This design comes from an exercise in tuning for small area on the open sky130 flow, not from production work.
In this exercise RTL edits were held to simulation tests only and were not proved equivalent to the original.
Power figures rest on the tool's default switching activity, not on a simulated workload.

==> design.v <==
module fullAdder(Sum,Cout,Cin,In1,In2);
   input wire In1,In2,Cin;
   output wire Sum,Cout;
   assign Cout = (In1&In2)|(In1&Cin)|(In2&Cin);
   assign Sum = In1^In2^Cin;
endmodule
module j_mac #(
  parameter WEIGHT_RESET_VAL = 8'b00100011,
  parameter SHARED_W         = 0
) (
  input             clk               ,
  input             reset             ,
  input             accumulation      ,
  input             plus_one          ,
  input             clear_accu_control,
  input             dataflow_in       ,  
  input             control1          ,  
  input             update_w          ,
  input             mac_en            ,
  input       [7:0] shared_W          ,
  output reg        result            ,
  output wire       input_accu_adder
);
    wire       dd2        ;
    wire       dd1,dd3,dd4;
    wire [7:0] Sum        ;
    wire [7:0] B          ;
    wire [7:0] transferC  ;
    wire       Cout,cc_in;
    reg  [7:0] W          ;
    reg        p0         ;
    reg        p1         ;
    reg        p2         ;
    reg        p3         ;
    reg        p4         ;
    reg        p5         ;
    reg        p6         ;
    reg        p7         ;
    reg        f_in       ;
    reg        q2         ;
    reg        Sum0_reg   ;
    reg        result_d   ;
    reg        Cin_adder  ;
    reg        Cin_adder_d;
    wire       z0,z1,z2,z3,z4,z5,z6,z7;
    wire       Sum0_dummy ;
    generate if(SHARED_W == 0) begin: g_W
        always @(posedge clk) begin : proc_W
          if(reset) begin
            W <= WEIGHT_RESET_VAL;
          end else if(update_w) begin
            W <= {dataflow_in, W[7:1]};
          end
        end
      end
      else begin
        always @(*) begin : proc_W
          W = shared_W;
        end
      end 
    endgenerate
    assign cc_in      = f_in;
    assign Sum0_dummy = Sum0_reg;
    assign dd1        = ~dd2;
    assign dd2        = Sum[0];
    assign dd3        = dd2;
    wire Cin_adder_d_mask = Cin_adder_d & ~clear_accu_control;
    assign dd4 = mac_en ? (dd1 ^ plus_one ^ Cin_adder_d_mask) : 1'b0;
    assign z0 = W[0] & dataflow_in  ;
    assign z1 = W[1] & dataflow_in  ;
    assign z2 = W[2] & dataflow_in  ;
    assign z3 = W[3] & dataflow_in  ;
    assign z4 = W[4] & dataflow_in  ;
    assign z5 = W[5] & dataflow_in  ;
    assign z6 = W[6] & dataflow_in  ;
    assign z7 = W[7] & dataflow_in  ;
    assign B[0] = p0 & ~clear_accu_control;
    assign B[1] = p1 & ~clear_accu_control;
    assign B[2] = p2 & ~clear_accu_control;
    assign B[3] = p3 & ~clear_accu_control;
    assign B[4] = p4 & ~clear_accu_control;
    assign B[5] = p5 & ~clear_accu_control;
    assign B[6] = p6 & ~clear_accu_control;
    assign B[7] = p7 & ~clear_accu_control;
    assign input_accu_adder = (~control1&dd4)|(control1&dd3);
    fullAdder FA1 (
      .In1 (z0          ),
      .In2 (B[0]        ),
      .Cin (1'b0        ),
      .Sum (Sum[0]      ),
      .Cout(transferC[0])
    );
    fullAdder FA2 (
      .In1 (z1          ),
      .In2 (B[1]        ),
      .Cin (transferC[0]),
      .Sum (Sum[1]      ),
      .Cout(transferC[1])
    );
    fullAdder FA3 (
      .In1 (z2          ),
      .In2 (B[2]        ),
      .Cin (transferC[1]),
      .Sum (Sum[2]      ),
      .Cout(transferC[2])
    );
    fullAdder FA4 (
      .In1 (z3          ),
      .In2 (B[3]        ),
      .Cin (transferC[2]),
      .Sum (Sum[3]      ),
      .Cout(transferC[3])
    );
    fullAdder FA5 (
      .In1 (z4          ),
      .In2 (B[4]        ),
      .Cin (transferC[3]),
      .Sum (Sum[4]      ),
      .Cout(transferC[4])
    );
    fullAdder FA6 (
      .In1 (z5          ),
      .In2 (B[5]        ),
      .Cin (transferC[4]),
      .Sum (Sum[5]      ),
      .Cout(transferC[5])
    );
    fullAdder FA7 (
      .In1 (z6          ),
      .In2 (B[6]        ),
      .Cin (transferC[5]),
      .Sum (Sum[6]      ),
      .Cout(transferC[6])
    );
    fullAdder FA8 (
      .In1 (z7          ),
      .In2 (B[7]        ),
      .Cin (transferC[6]),
      .Sum (Sum[7]      ),
      .Cout(Cout        )
    );
    always@(posedge clk)
      if(reset) begin
        p0   <= 0;
        p1   <= 0;
        p2   <= 0;
        p3   <= 0;
        p4   <= 0;
        p5   <= 0;
        p6   <= 0;
        p7   <= 0;
        f_in <= 0;
      end
      else if(mac_en) begin
        p0   <= Sum[1];
        p1   <= Sum[2];
        p2   <= Sum[3];
        p3   <= Sum[4];
        p4   <= Sum[5];
        p5   <= Sum[6];
        p6   <= Sum[7];
        p7   <= Cout;
        f_in <= dataflow_in;
      end
    always@(posedge clk) begin
      if(reset) begin
        q2       <= 0;
        Sum0_reg <= 0;
      end
      else if(mac_en) begin
        q2       <= dd2;
        Sum0_reg <= Sum[0];
      end
    end
    wire Cin_adder_mask = Cin_adder & ~clear_accu_control;
    wire result_nxt     = input_accu_adder ^ accumulation ^ (Cin_adder_mask);   
    wire Cin_adder_nxt  = (input_accu_adder & Cin_adder_mask) | (accumulation & Cin_adder_mask) | (input_accu_adder & accumulation);
    always@(posedge clk)
      if(reset) begin
        Cin_adder <= 0;
      end
      else if(mac_en) begin
        Cin_adder <= Cin_adder_nxt;   
      end
    always@(posedge clk)
      if(reset) begin
        result    <= 0;
      end
      else if(mac_en) begin
        result    <= result_nxt;
      end
    wire Cin_adder_d_nxt = (dd1 & Cin_adder_d_mask) | (plus_one & Cin_adder_d_mask) | (dd1 & plus_one);
    always@(posedge clk)
      if(reset) begin
        result_d    <= 0;
        Cin_adder_d <= 0;
      end
      else if (mac_en) begin
        result_d    <=  dd1 ^ plus_one ^ Cin_adder_d_mask;   
        Cin_adder_d <= Cin_adder_d_nxt;   
      end
      reg  [5:0] timer;
      wire [5:0] timer_nxt;
      assign     timer_nxt = mac_en             ? timer + 1 :
                             0;
      always @(posedge clk) begin : proc_timer
        if(reset) begin
          timer <= 0;
        end else begin
          timer <= timer_nxt;
        end
      end
  endmodule
module j_MX_cell #(
  parameter DEFAULT_SHARED_WEIGHT = 8'h01            ,
  parameter DATA_WIDTH            = 2                ,
  parameter DATA_MUL_W            = clog2(DATA_WIDTH)
) (
  input                        clk               ,  
  input       [DATA_WIDTH-1:0] dataflow_in       ,  
  input       [DATA_MUL_W-1:0] dataflow_select   ,  
  input                        reset             ,
  input  wire                  control1          ,
  input  wire [           3:0] clr_and_plus_one_i,
  input  wire [           3:0] serial_end_i      ,
  input  wire                  update_w_i        ,
  input  wire [           3:0] mac_en_i          ,
  output wire [           3:0] result            ,  
  output wire [DATA_WIDTH-1:0] dataflow_out      ,  
  output reg  [           3:0] clr_and_plus_one_o,
  output wire [           3:0] serial_end_o      ,
  output reg                   update_w_o        ,
  output reg  [           3:0] mac_en_o          ,
  input  wire [           3:0] accumulation_in      
);
function [31:0] clog2 (input [31:0] x);
    reg [31:0] x_tmp;
    begin
            x_tmp = x-1;
            for(clog2=0; x_tmp>0; clog2=clog2+1) begin
                x_tmp = x_tmp >> 1;
            end
    end
endfunction
wire data_mux_in = dataflow_in[dataflow_select];
wire [3:0] data_in;
reg reg1, reg2;
always @(posedge clk) begin : proc_mac_en_o
  if(reset) begin
    mac_en_o <= 0;
  end else begin
    mac_en_o <= mac_en_i;
  end
end
assign data_in[0] = ((({reg2, reg1} == 2'b00) & ~clr_and_plus_one_i[1] & ~clr_and_plus_one_i[2] & ~clr_and_plus_one_i[3]) | clr_and_plus_one_i[0]) & data_mux_in;
assign data_in[1] = ((({reg2, reg1} == 2'b01) & ~clr_and_plus_one_i[2] & ~clr_and_plus_one_i[3] & ~clr_and_plus_one_i[0]) | clr_and_plus_one_i[1]) & data_mux_in;
assign data_in[2] = ((({reg2, reg1} == 2'b10) & ~clr_and_plus_one_i[3] & ~clr_and_plus_one_i[0] & ~clr_and_plus_one_i[1]) | clr_and_plus_one_i[2]) & data_mux_in;
assign data_in[3] = ((({reg2, reg1} == 2'b11) & ~clr_and_plus_one_i[0] & ~clr_and_plus_one_i[1] & ~clr_and_plus_one_i[2]) | clr_and_plus_one_i[3]) & data_mux_in;
wire [1:0] reg_cnt_nxt = {reg2, reg1} + 2'b01;
wire       reg_cnt_en  = (|clr_and_plus_one_i);
always @(posedge clk) begin : proc_reg
  if(reset) begin
    {reg2, reg1} <= 2'b11;
  end else if(reg_cnt_en) begin
    {reg2, reg1} <= reg_cnt_nxt;
  end
end
reg [7:0] shared_W;
generate
  if(DATA_WIDTH == 1) begin: g_shift_weight
    always @(posedge clk)
      if(reset) begin
        shared_W <= DEFAULT_SHARED_WEIGHT;
      end else if(update_w_i) begin
        shared_W <= {dataflow_in[0], shared_W[7:1]};
      end
  end 
  else if(DATA_WIDTH == 2) begin
    always @(posedge clk)
      if(reset) begin
        shared_W <= DEFAULT_SHARED_WEIGHT;
      end else if(update_w_i) begin
        shared_W <= {dataflow_in[1:0], shared_W[7:2]};
      end
  end
  else if(DATA_WIDTH == 4) begin
    always @(posedge clk)
      if(reset) begin
        shared_W <= DEFAULT_SHARED_WEIGHT;
      end else if(update_w_i) begin
        shared_W <= {dataflow_in[3:0], shared_W[7:4]};
      end
  end
  else if(DATA_WIDTH == 8) begin
    always @(posedge clk)
      if(reset) begin
        shared_W <= DEFAULT_SHARED_WEIGHT;
      end else if(update_w_i) begin
        shared_W <= {dataflow_in[7:0]};
      end
  end
endgenerate
j_mac #(.WEIGHT_RESET_VAL(DEFAULT_SHARED_WEIGHT), .SHARED_W(1)) mac1(.clk(clk), .shared_W(shared_W), .update_w(1'b0), .mac_en(mac_en_i[0]), .control1(control1),.reset(reset),.plus_one(clr_and_plus_one_i[0]),.clear_accu_control(clr_and_plus_one_i[0]),.accumulation(accumulation_in[0]),.dataflow_in(data_in[0]),.result(result[0]));
j_mac #(.WEIGHT_RESET_VAL(DEFAULT_SHARED_WEIGHT), .SHARED_W(1)) mac2(.clk(clk), .shared_W(shared_W), .update_w(1'b0), .mac_en(mac_en_i[1]), .control1(control1),.reset(reset),.plus_one(clr_and_plus_one_i[1]),.clear_accu_control(clr_and_plus_one_i[1]),.accumulation(accumulation_in[1]),.dataflow_in(data_in[1]),.result(result[1]));
j_mac #(.WEIGHT_RESET_VAL(DEFAULT_SHARED_WEIGHT), .SHARED_W(1)) mac3(.clk(clk), .shared_W(shared_W), .update_w(1'b0), .mac_en(mac_en_i[2]), .control1(control1),.reset(reset),.plus_one(clr_and_plus_one_i[2]),.clear_accu_control(clr_and_plus_one_i[2]),.accumulation(accumulation_in[2]),.dataflow_in(data_in[2]),.result(result[2]));
j_mac #(.WEIGHT_RESET_VAL(DEFAULT_SHARED_WEIGHT), .SHARED_W(1)) mac4(.clk(clk), .shared_W(shared_W), .update_w(1'b0), .mac_en(mac_en_i[3]), .control1(control1),.reset(reset),.plus_one(clr_and_plus_one_i[3]),.clear_accu_control(clr_and_plus_one_i[3]),.accumulation(accumulation_in[3]),.dataflow_in(data_in[3]),.result(result[3]));
reg  [DATA_WIDTH-1:0] dataflow_out_tmp;
always@(posedge clk) begin
  if(reset) begin
    dataflow_out_tmp       <= {(DATA_WIDTH){1'b0}};
    clr_and_plus_one_o     <= 4'b0;
    update_w_o             <= 1'b0;
  end else begin
    dataflow_out_tmp       <= dataflow_in;  
    clr_and_plus_one_o     <= clr_and_plus_one_i;
    update_w_o             <= update_w_i;
  end
end
assign serial_end_o = 4'b0;
assign dataflow_out = update_w_o ? shared_W : dataflow_out_tmp;
endmodule
module j_systolic_array #(
    parameter SUBARRAY_WIDTH      = 8                          ,  
    parameter SUBARRAY_HEIGHT     = 4                          ,  
    parameter NUM_DATAFLOW_PER_MX = 8                          ,
    parameter W_DATA_MUX          = clog2(NUM_DATAFLOW_PER_MX)
) (
    input                                                  clk             ,
    input                                                  reset           ,
    input  [                        4*SUBARRAY_HEIGHT-1:0] accumulation_in ,
    input  [                        4*SUBARRAY_HEIGHT-1:0] clr_and_plus_one,
    input  [                        4*SUBARRAY_HEIGHT-1:0] mac_en          ,
    input  [       NUM_DATAFLOW_PER_MX*SUBARRAY_WIDTH-1:0] dataflow_in     ,
    input  [SUBARRAY_WIDTH*SUBARRAY_HEIGHT*W_DATA_MUX-1:0] dataflow_select ,
    input  [                           SUBARRAY_WIDTH-1:0] update_w        ,
    input  [           SUBARRAY_WIDTH*SUBARRAY_HEIGHT-1:0] control1        ,
    output [                        4*SUBARRAY_HEIGHT-1:0] result          ,
    output [                        4*SUBARRAY_HEIGHT-1:0] result_en       ,
    output [                        4*SUBARRAY_HEIGHT-1:0] result_start
); 
function [31:0] clog2 (input [31:0] x);
    reg [31:0] x_tmp;
    begin
            x_tmp = x-1;
            for(clog2=0; x_tmp>0; clog2=clog2+1) begin
                x_tmp = x_tmp >> 1;
            end
    end
endfunction
wire [NUM_DATAFLOW_PER_MX-1:0] arr_dataflow_in       [SUBARRAY_WIDTH-1:0][SUBARRAY_HEIGHT-1:0];
wire [NUM_DATAFLOW_PER_MX-1:0] arr_dataflow_out      [SUBARRAY_WIDTH-1:0][SUBARRAY_HEIGHT-1:0];
wire [                    3:0] arr_clr_and_plus_one_i[SUBARRAY_WIDTH-1:0][SUBARRAY_HEIGHT-1:0];
wire [                    3:0] arr_clr_and_plus_one_o[SUBARRAY_WIDTH-1:0][SUBARRAY_HEIGHT-1:0];
wire [                    3:0] arr_serial_ende_i     [SUBARRAY_WIDTH-1:0][SUBARRAY_HEIGHT-1:0];
wire [                    3:0] arr_serial_ende_o     [SUBARRAY_WIDTH-1:0][SUBARRAY_HEIGHT-1:0];
wire                           arr_update_w_i        [SUBARRAY_WIDTH-1:0][SUBARRAY_HEIGHT-1:0];
wire                           arr_update_w_o        [SUBARRAY_WIDTH-1:0][SUBARRAY_HEIGHT-1:0];
wire [                    3:0] arr_mac_en_i          [SUBARRAY_WIDTH-1:0][SUBARRAY_HEIGHT-1:0];
wire [                    3:0] arr_mac_en_o          [SUBARRAY_WIDTH-1:0][SUBARRAY_HEIGHT-1:0];
wire [                    3:0] arr_accumulation_in   [SUBARRAY_WIDTH-1:0][SUBARRAY_HEIGHT-1:0];
wire [                    3:0] arr_result            [SUBARRAY_WIDTH-1:0][SUBARRAY_HEIGHT-1:0];
genvar i,j;
generate
    for (j=0; j<SUBARRAY_HEIGHT; j=j+1) begin: g_H
        for (i=0; i<SUBARRAY_WIDTH; i=i+1) begin: g_W
            assign arr_update_w_i[i][j] = update_w[i];
        if(j==0) begin: g_j_eq_0
            assign arr_dataflow_in       [i][0] = dataflow_in      [i*NUM_DATAFLOW_PER_MX +: NUM_DATAFLOW_PER_MX];
        end else begin: g_j_others
            assign arr_dataflow_in       [i][j] = arr_dataflow_out       [i][j-1];
        end
        if(i==0) begin: g_i_eq_0
            assign arr_accumulation_in   [0][j] = accumulation_in  [4*j +: 4];
            assign arr_mac_en_i          [0][j] = mac_en           [4*j +: 4];
            assign arr_clr_and_plus_one_i[0][j] = clr_and_plus_one [4*j +: 4];
        end else begin: g_i_others
            assign arr_accumulation_in   [i][j] = arr_result             [i-1][j];
            assign arr_mac_en_i          [i][j] = arr_mac_en_o           [i-1][j];
            assign arr_clr_and_plus_one_i[i][j] = arr_clr_and_plus_one_o [i-1][j];
        end
        if(i==(SUBARRAY_WIDTH-1)) begin: g_i_eq_W
            assign result                [4*j +: 4] = arr_result             [SUBARRAY_WIDTH-1][j];
            assign result_en             [4*j +: 4] = arr_mac_en_o           [SUBARRAY_WIDTH-1][j];
            assign result_start          [4*j +: 4] = arr_clr_and_plus_one_o [SUBARRAY_WIDTH-1][j];
        end
        j_MX_cell #(.DATA_WIDTH(NUM_DATAFLOW_PER_MX)) i_j_MX_cell (
            .clk               (clk                                                             ),
            .reset             (reset                                                           ),
            .dataflow_select   (dataflow_select[((SUBARRAY_WIDTH*j)+i)*W_DATA_MUX +: W_DATA_MUX]),
            .control1          (control1       [((SUBARRAY_WIDTH*j)+i)]                         ),
            .dataflow_in       (arr_dataflow_in       [i][j]                                    ),
            .dataflow_out      (arr_dataflow_out      [i][j]                                    ),
            .clr_and_plus_one_i(arr_clr_and_plus_one_i[i][j]                                    ),
            .clr_and_plus_one_o(arr_clr_and_plus_one_o[i][j]                                    ),
            .update_w_i        (arr_update_w_i        [i][j]                                    ),
            .update_w_o        (arr_update_w_o        [i][j]                                    ),
            .mac_en_i          (arr_mac_en_i          [i][j]                                    ),
            .mac_en_o          (arr_mac_en_o          [i][j]                                    ),
            .accumulation_in   (arr_accumulation_in   [i][j]                                    ),
            .result            (arr_result            [i][j]                                    )
        );
        end
    end
endgenerate
endmodule
==> run.sh <==
#!/bin/bash
# synth_recipe.tcl (not shown) runs the flow's synth.tcl, then flattens the netlist and writes it again
# the make line also repeats each setting of config.mk as NAME=value (left out here)
make -C /OpenROAD-flow-scripts/flow DESIGN_CONFIG=/design/flow/config.mk WORK_HOME=/design/flow/orfs CLKGATE_MAP_FILE= SYNTH_SCRIPT=/design/flow/synth_recipe.tcl finish
==> config.mk <==
export PLATFORM = sky130hd
export DESIGN_NAME = j_systolic_array
export DESIGN_NICKNAME = j_systolic_array
export VERILOG_FILES = /design/flow/design.v
export SDC_FILE = /design/flow/constraint.sdc
export NUM_CORES = 4
export LEC_CHECK = 0
export CAP_MARGIN = 20
export CORE_MARGIN = 2
export CORE_UTILIZATION = 35
export PLACE_DENSITY = 0.55
export SLEW_MARGIN = 20
==> constraint.sdc <==
create_clock -name core_clock -period 6.0 [get_ports {clk}]
set_input_delay 1.2000 -clock core_clock [delete_from_list [all_inputs] [get_ports {clk}]]
set_output_delay 1.2000 -clock core_clock [all_outputs]
set_load 0.01 [all_outputs]
==> results.txt <==
through the flow:
stage	util [%]	area (µm²)
final	39.9	139000
after global routing	39.9	139000
after CTS	39.9	139000
after detailed placement	37.3	130000
after global placement	37.3	130000
after floorplan	-	122000
cell families (layout without fill, tap and decap cells):
logic type / Yosys count / in the layout / synth area share [%]
AO/OA/AOI/OAI: 1552 / 1552 / 10.5
XOR/XNOR: 32 / 32 / 0.229
adder cells (fa/ha/maj): 1408 / 1408 / 21.4
buffers and inverters: 1475 / 1799 / 4.99
flip-flops: 2184 / 2184 / 35.7
multiplexers: 784 / 784 / 6.57
other: 0 / 9 / 0
AND/OR/NAND/NOR: 5040 / 5040 / 20.5
worst register-to-register path: cells and delay by family, from the launching register on:
| family | cells | cell delay, ns |
|---|---|---|
| simple gates | 1 | 0.11 |
| compound gates | 3 | 0.88 |
| fa+ha+maj | 8 | 2.47 |
| flops | 1 | 0.66 |
| mux | 1 | 0.56 |
| buf+inv | 4 | 0.59 |
routing by layer:
metal  up-vias  track usage [%]  wire length, µm
met5         -                0              195
met4        30             4.74             8740
met3       483             2.49            13100
met2      1342             29.6           148000
met1     40900             23.6           143000
li1      41500                -                -
power by group through the flow:
stage	registers, W	clock network, W	logic [W]
floorplan	0.0155	0	0.00245
global placement	0.0159	0	0.00337
detailed placement	0.0159	0	0.00340
CTS	0.0156	0.0171	0.00342
global route	0.0156	0.0177	0.00381
finish	0.0156	0.0167	0.00337
Yosys cell counts, types with 16 or more instances:
cell type	instances
a211oi_1	1064
a21oi_1	152
a221oi_2	25
a221oi_4	23
a222oi_1	96
a31oi_1	32
a32oi_2	95
and2_1	184
and2b_1	50
and2b_2	19
buf_2	37
buf_4	44
buf_6	39
clkbuf_1	570
clkbuf_2	47
clkinv_1	128
dfxtp_1	2184
fa_1	1152
ha_1	256
inv_1	600
mux2i_1	768
mux4_2	16
nand2_1	864
nand2b_1	352
nor2_1	1984
nor2b_1	1307
nor3b_1	128
nor4_1	32
o21ai_0	32
or2_2	24
or4b_1	72
or4b_4	24
xnor2_1	32
layout make-up:
cell class / count / area [µm²] / area share, %
clock buffers: 386 / 7850 / 5.64
well taps: 4599 / 5750 / 4.13
diodes: 9 / 22.5 / 0.0162
flip-flops and latches: 2184 / 43700 / 31.4
multi-input cells: 8816 / 72600 / 52.2
repair buffers: 594 / 5320 / 3.82
inverters: 728 / 2730 / 1.96
clock inverters: 91 / 1150 / 0.830
flip-flops by register name (all words and copies together) (netlist names), 128 cells and up:
register and flops:
g_H.g_W.i_j_MX_cell.shared_W 256, g_H.g_W.i_j_MX_cell.dataflow_out_tmp 192, g_H.g_W.i_j_MX_cell.clr_and_plus_one_o 128, g_H.g_W.i_j_MX_cell.mac_en_o 128
worst min-delay path by stage:
stage	cells past startpoint	slack, ns	end	from
detailed placement	2	0.46	g_H[0].g_W[7].i_j_MX_cell.mac1.p6$_SDFFE_PP0P_	g_H[0].g_W[7].i_j_MX_cell.mac1.p6$_SDFFE_PP0P_
finish	2	0.47	g_H[0].g_W[7].i_j_MX_cell.mac1.p6$_SDFFE_PP0P_	g_H[0].g_W[7].i_j_MX_cell.mac1.p6$_SDFFE_PP0P_
global placement	2	0.46	g_H[3].g_W[5].i_j_MX_cell.mac1.p0$_SDFFE_PP0P_	g_H[3].g_W[5].i_j_MX_cell.mac1.p0$_SDFFE_PP0P_
global route	2	0.48	g_H[1].g_W[5].i_j_MX_cell.mac2.Cin_adder_d$_SDFFE_PP0P_	g_H[1].g_W[5].i_j_MX_cell.mac2.Cin_adder_d$_SDFFE_PP0P_
floorplan	2	0.45	g_H[0].g_W[0].i_j_MX_cell.mac1.p3$_SDFFE_PP0P_	g_H[0].g_W[0].i_j_MX_cell.mac1.p3$_SDFFE_PP0P_
CTS	2	0.47	g_H[0].g_W[7].i_j_MX_cell.mac1.p6$_SDFFE_PP0P_	g_H[0].g_W[7].i_j_MX_cell.mac1.p6$_SDFFE_PP0P_
==> impl_metrics.json <==
{
  "status": "no timing/DRC/antenna violations",
  "swShare_pct": 26.1,
  "cts_resized": 0,
  "holdWs_ns": 0.470,
  "internal_power_w": 0.0263,
  "power_frac_seq_pct": 43.7,
  "setup_viol": 0,
  "final_cell_mix": "dfxtp_1 (2184), nor2_1 (1984), nor2b_1 (1307), fa_1 (1152), a211oi_1 (1064)",
  "antenna_found_initial": 45,
  "wl_per_cell_um": 17.9,
  "syn_nets": 14100,
  "ys_types": 39,
  "drt_iter0_markers": 4902,
  "ys_seq_elements": 2184,
  "p_per_area_mw_per_mm2": 256,
  "dr.pass1.iters": 12,
  "pwr-share-comb_pct": 9.5,
  "finClkSkew_ns": 0.0516,
  "critical_path.max_fanout": 16,
  "synth_top_cell_by_area": "dfxtp_1",
  "setup_tns_ns": 0,
  "dieArea_mm2": 0.355,
  "io_buffers": 297,
  "crit_family": "adder cells",
  "hold_class": "register to register",
  "critPathBufInv": 4,
  "synth_area_leaders": "dfxtp_1 (36%), fa_1 (19%), nor2b_1 (6.7%)",
  "grt_pass1_vias": 84300,
  "pre_cts_ws_ns": 0.0372,
  "postCtsHoldBufs": 0,
  "syn_area_mm2": 0.122,
  "setup_slack_ns": 0.643,
  "vias_per_cell": 4.84,
  "leakage_nw": 51.5,
  "antenna_left": 0,
  "num_rows": 217,
  "ys_warn_count": 3,
  "n_fill_cell": 34600,
  "power_w": 0.0356,
  "regToRegStartpoint": "g_H[2].g_W[7].i_j_MX_cell.update_w_o$_SDFF_PP0_",
  "drcViolationCount": 0,
  "cts.path.max_buffers": 4,
  "slowest_delay_ns": 0.66,
  "p_clk_share_pct": 46.8,
  "die_width_um": 596,
  "power_switching_w": 0.00928,
  "final_common_cell": "dfxtp_1",
  "ys_seq_area_share_pct": 35.7,
  "reg2reg_depth": 17,
  "grt_setup_unrepaired": "false",
  "cts_tree": "done",
  "synth_cells": 12500,
  "critPathSlowestCell": "dfxtp_1",
  "vias": 84300,
  "grt_start_max_net_pins": 203,
  "end_kind": "register",
  "synthArstFlopShare_pct": 0,
  "hpwl_mm": 226,
  "crit_end": "g_H[3].g_W[7].i_j_MX_cell.mac1.p6$_SDFFE_PP0P_",
  "synthToLayoutAreaGrowth_pct": 13.7,
  "reg2reg_to": "g_H[3].g_W[7].i_j_MX_cell.mac1.p6$_SDFFE_PP0P_",
  "start_util_pct": 35.1,
  "clk_pin_slew_ns": 0.06,
  "synth-edff-count": 0,
  "fin_crit_sh_pct": 89.3,
  "die_y_um": 596,
  "grt-ovfl-total": 0,
  "synth-main-ff-cell": "dfxtp_1",
  "stdcell_count": 17400,
  "startpoint_type": "register",
  "ir_worst_vdd_mv": 0.233,
  "period_needed_ns": 5.36,
  "wl_mm": 312,
  "cp_common_cell": "fa_1",
  "pin_count": 298,
  "drv_slew": 0,
  "max_cap_violations": 0,
  "crit_type": "register to register",
  "cts.sinks": 2184,
  "startpoint": "g_H[2].g_W[7].i_j_MX_cell.update_w_o$_SDFF_PP0_",
  "track_usage_pct": 17.6,
  "drive_gt1_share_pct": 7.53,
  "core_mm2": 0.349,
  "fmax_ghz": 0.187,
  "grt_pass1_wl_mm": 498,
  "worstPathArrival_ns": 6.16,
  "worstPathCellList": "buf_4 > mux2i_1 > a222oi_1 > a32oi_2 > nor2b_1 > ha_1 > inv_1 > fa_1 > fa_1 > inv_1 > fa_1 > fa_1 > fa_1 > fa_1 > inv_1 > fa_1 > a211oi_1",
  "dp.cells": 16900,
  "finalNetCount": 14300,
  "cp.depth": 17,
  "htree_levels": 5,
  "cts-root-buf": "clkbuf_16",
  "rrSetupSlack_ns": 0.64,
  "numCtsBuffers": 269,
  "hold_violations": 0,
  "syn-mean-instance-area_um2": 9.82,
  "post-cts-setup-buffer-count": 0,
  "finalWeightedCongestion": 0.803,
  "synth_top_area_share_pct": 35.7,
  "crit_required_ns": 6.80,
  "clk_latency_ns": 0.90,
  "slew_headroom_pct": 26.4,
  "tightest_slew_ns": 1.10
}

-- port drivers added, routing unchanged --
Ports are ideal in the flow. The routed layout listed here was re-timed in OpenROAD. Step 1 (the two cells are an assumption about what drives the block):
set clk [get_ports {clk}]
set_driving_cell -lib_cell sky130_fd_sc_hd__clkbuf_16 $clk
set_driving_cell -lib_cell sky130_fd_sc_hd__buf_2 [delete_from_list [all_inputs] $clk]
Step 2 moves the port delays by t, midway between the first and last clock arrival at a register: inputs arrive t later, outputs are due t later. That takes back most of the time a late clock gives input paths. Slacks: no drivers / after step 1 / after step 2; pairs: no drivers / after step 1.
t, ns: 0.984
slack for setup (ns): 0.643 / 0.643 / 0.005
worst hold slack (ns): 0.470 / 0.470 / 0.470
worst register clock-pin slew, ns: 0.06 / 0.06
worst data-port slew with drivers (ns): 0.24
After both steps this run still meets setup and hold. The setup slack of this run moves by 0.000 ns with the drivers and by -0.638 ns with both steps.
